This is an optimization exercise on Yosys and OpenROAD, whose aim is small area, not a production implementation.
Only simulation tests tie the RTL to the original design; equivalence was not proved.
The flow treats the clock pin as an ideal source, which a real chip does not have.
No activity file was given, so power comes from the tool's default toggle rates.

Setup of the previous run:
Design display, start of the top module:
module display(
	input wire clk,
	input wire user_btn,
	output wire [2:0] rgb_led,
	output wire digit_anode1,
	output wire digit_anode2,
	output wire digit_anode3,
	output wire digit_anode4,
	output wire segmentA,
	output wire segmentB,
	output wire segmentC,
	output wire segmentD,
	output wire segmentE,
	output wire segmentF,
	output wire segmentG
);
==> module display, before the edit <==
module display(
	input wire clk,
	input wire user_btn,
	output wire [2:0] rgb_led,
	output wire digit_anode1,
	output wire digit_anode2,
	output wire digit_anode3,
	output wire digit_anode4,
	output wire segmentA,
	output wire segmentB,
	output wire segmentC,
	output wire segmentD,
	output wire segmentE,
	output wire segmentF,
	output wire segmentG
);
	wire rst = ~user_btn;
	localparam [7:0] TM = 8'haa;
	reg [7:0] ty;
	wire [7:0] tx = ty ^ TM;
	wire t52 = ~|tx[5:2];
	wire tick = tx[6] & t52 & ~tx[1] & ~tx[0];
	wire win = ~tx[7] & ~tx[6] & t52;
	always @(posedge clk)
		ty <= ((rst | tick) ? 8'h00 : {tx[6:0], tx[7] ^ ~(tx[2] & tx[6])}) ^ TM;
	reg [3:0] d;
	wire d_end = d[3] & d[2];       
	wire d_one = d == 4'd1;
	always @(posedge clk) begin
		if (rst | d_end) d <= 0;
		else d <= d + 1'b1;
	end
	reg [1:0] s;
	always @(posedge clk) begin
		if (rst) s <= 0;
		else if (d_end) s <= s + 1'b1;
	end
	reg [3:0] n0, n1y, n2, n3y;
	reg cf;
	wire [1:0] ph = s + d[1:0];
	wire ones_ent = ph == 2'd0;
	wire thou_ent = ph == 2'd3;
	wire n0_9 = (n0[0] & n0[3]);
	wire n1_9 = (~n1y[0] & ~n1y[3]);
	wire n2_9 = (n2[0] & n2[3]);
	wire n3_9 = (~n3y[0] & ~n3y[3]);
	wire n0_10 = (n0[1] & n0[3]);
	wire lower9 = (ph == 2'd0) | (n0_9 & ((ph == 2'd1) | (n1_9 & ((ph == 2'd2) | n2_9))));
	wire wrap = ones_ent & (tick | win) & n0_10 & ~n3_9;
	wire c_in = tick ? (lower9 & ~wrap) : (win & (ones_ent ? ~wrap : cf));
	wire c_out = c_in & n3_9;
	wire [3:0] n3_inc;
	assign n3_inc[0] = (n3y[0] & n3y[1]) | (n3y[0] & n3y[3]);
	assign n3_inc[1] = (n3y[0] & ~n3y[1] & n3y[3]) | (~n3y[0] & n3y[1] & n3y[3]) | (~n3y[0] & n3y[1] & thou_ent);
	assign n3_inc[2] = (n3y[0] & ~n3y[2]) | (n3y[1] & ~n3y[2]) | (~n3y[0] & ~n3y[1] & n3y[2]);
	assign n3_inc[3] = (~n3y[0] & ~n3y[1] & ~n3y[2]) | (n3y[0] & n3y[1] & ~n3y[3]) | (~n3y[0] & ~n3y[3] & thou_ent);
	always @(posedge clk) begin
		if (rst) begin
			n0 <= 4'h0; n2 <= 4'h0; n3y <= 4'h5;
		end else begin
			n0 <= c_in ? n3_inc : ~n3y;
			n2 <= ~n1y;
			n3y <= ~n2;
		end
		cf <= c_out;
		if (rst | wrap) n1y <= 4'hf;
		else n1y <= ~n0;
	end
	wire [3:0] sample;
	assign sample[0] = (n0[0]) | (~n0[1] & n0[2]);
	assign sample[1] = (n0[0] & n0[2]) | (n0[1] & ~n0[3]);
	assign sample[2] = (n0[2]);
	assign sample[3] = (~n0[1] & n0[2]) | (~n0[1] & n0[3]);
	reg [3:0] l;
	always @(posedge clk) begin
		if (rst) l <= 4'h4;
		else if (d_one) l <= sample;
	end
	wire [6:0] seg;
	decimal_to_7segment_digit conv (l, seg);
	assign rgb_led = 3'b111;
	assign digit_anode4 = ~(s == 2'd0);
	assign digit_anode3 = ~(s == 2'd1);
	assign digit_anode2 = ~(s == 2'd2);
	assign digit_anode1 = ~(s == 2'd3);
	assign {segmentA, segmentB, segmentC, segmentD, segmentE, segmentF, segmentG} = seg;
endmodule
export LEC_CHECK = 0
export CAP_MARGIN = 20
export CORE_MARGIN = 2
export CORE_UTILIZATION = 40
export SLEW_MARGIN = 20
create_clock -name core_clock -period 20.0 [get_ports {clk}]
standard.sh (not shown) runs the stock make flow with config.mk's settings and CLKGATE_MAP_FILE= SYNTH_SCRIPT=/design/flow/synth_recipe.tcl, a recipe that flattens the netlist after the stock synthesis.
==> flow/flow/run.sh <==
#!/bin/bash
# Standard layout, with area-oriented ABC scripts in synthesis (registers
# untouched), smaller port buffers, a clock tree of two buffers fed by the
# clock port (manual_cts.tcl, in place of TritonCTS's tree), and one tie cell
# for the constant outputs. Each tool's output is in orfs/logs/ and make's in
# make_flow.log.
set -euo pipefail
W=$PWD
sed -e "s#SYNTH_SCRIPT=[^ ]*#SYNTH_SCRIPT=$W/flow/my_synth.tcl#" standard.sh > my_standard.sh
export MY_FLOW_DIR=$W/flow
export MY_ABC_SEEDS=20
export BUFFER_PORTS_ARGS="-buffer_cell sky130_fd_sc_hd__buf_1"
export CTS_ARGS="-sink_clustering_enable -repair_clock_nets -dont_use_dummy_load"
export PRE_CTS_TCL=$W/flow/manual_cts.tcl
export MY_CLK_NET=clk MY_CLK_BUF=sky130_fd_sc_hd__clkbuf_8 MY_CLK_NBUF=2
export SKIP_REPAIR_TIE_FANOUT=1
bash my_standard.sh > make_flow.log 2>&1
Other scripts of this flow, unchanged in this note and not shown: flow/flow/abc_1.script, flow/flow/abc_2.script, flow/flow/abc_3.script, flow/flow/abc_4.script, flow/flow/abc_5.script, flow/flow/abc_x06.script, flow/flow/abc_x08.script, flow/flow/abc_x10.script, flow/flow/abc_x11.script, flow/flow/abc_x12.script, flow/flow/abc_x15.script, flow/flow/abc_x16.script, flow/flow/abc_x17.script, flow/flow/abc_x19.script, flow/flow/abc_x22.script, flow/flow/manual_cts.tcl, flow/flow/my_synth.tcl
Inputs modified between the previous run and the current run:
--- a/flow/design.v
+++ b/flow/design.v
@@ -48,7 +48,7 @@
 		else if (d_end) s <= s + 1'b1;
 	end
 	reg [3:0] n0, n1y, n2, n3y;
-	reg cf;
+	reg cf;       
 	wire [1:0] ph = s + d[1:0];
 	wire ones_ent = ph == 2'd0;
 	wire thou_ent = ph == 2'd3;
@@ -69,12 +69,13 @@
 	always @(posedge clk) begin
 		if (rst) begin
 			n0 <= 4'h0; n2 <= 4'h0; n3y <= 4'h5;
+			cf <= 0;
 		end else begin
 			n0 <= c_in ? n3_inc : ~n3y;
 			n2 <= ~n1y;
 			n3y <= ~n2;
+			cf <= c_out & ~thou_ent;
 		end
-		cf <= c_out;
 		if (rst | wrap) n1y <= 4'hf;
 		else n1y <= ~n0;
 	end
### Flow results
The current run: PASS, flow complete, no timing, DRC or antenna violations. The previous run was larger in final cell area than the current run. [compare] base=the previous run new=the current run: combinational power dropped about 10%; via-per-instance ratio shows an increase of about 10%; normalized max-slew margin moved down. Cell area after synthesis: lower on the current run. The previous run → the current run: area of the core region lower; power density over the cells higher; detail-routed net length per standard cell higher. Going from the previous run to the current run, horizontal die dimension now sits lower; time the worst path needs with I/O delays and setup moved up; setup slack now smaller. Of the current run and the previous run, it is the current run that has the lower switching power total.

separate check: timing with driven ports:
In the flow no input, the clock included, has a driving cell. The finished layouts below were timed again as built, in two steps.
Step 1, drivers: a clkbuf_16 drives clk and a buf_2 each remaining input, both assumed.
Step 2 times the ports against the registers' clock, not the clock port: input delays grow and output delays shrink by t, the midpoint of the rising clock arrivals with the driver on.
a / b / c = ideal ports / drivers / drivers and shift; a / b = the first two.
run | t (ns) | setup WS [ns] | worst setup path after step 2 | slew at the worst register clock pin (ns) | worst slew at a driven data input, ns
the previous run | 0.191 | 14.736 / 14.702 / 14.562 | input to register | 0.11 / 0.11 | 0.03
the current run | 0.186 | 14.571 / 14.579 / 14.393 | input to register | 0.11 / 0.11 | 0.03
After both steps setup and hold are still met in every run listed. For the current run, which loses most, drivers alone change the setup slack by +0.008 ns; drivers and shift together by -0.178 ns.
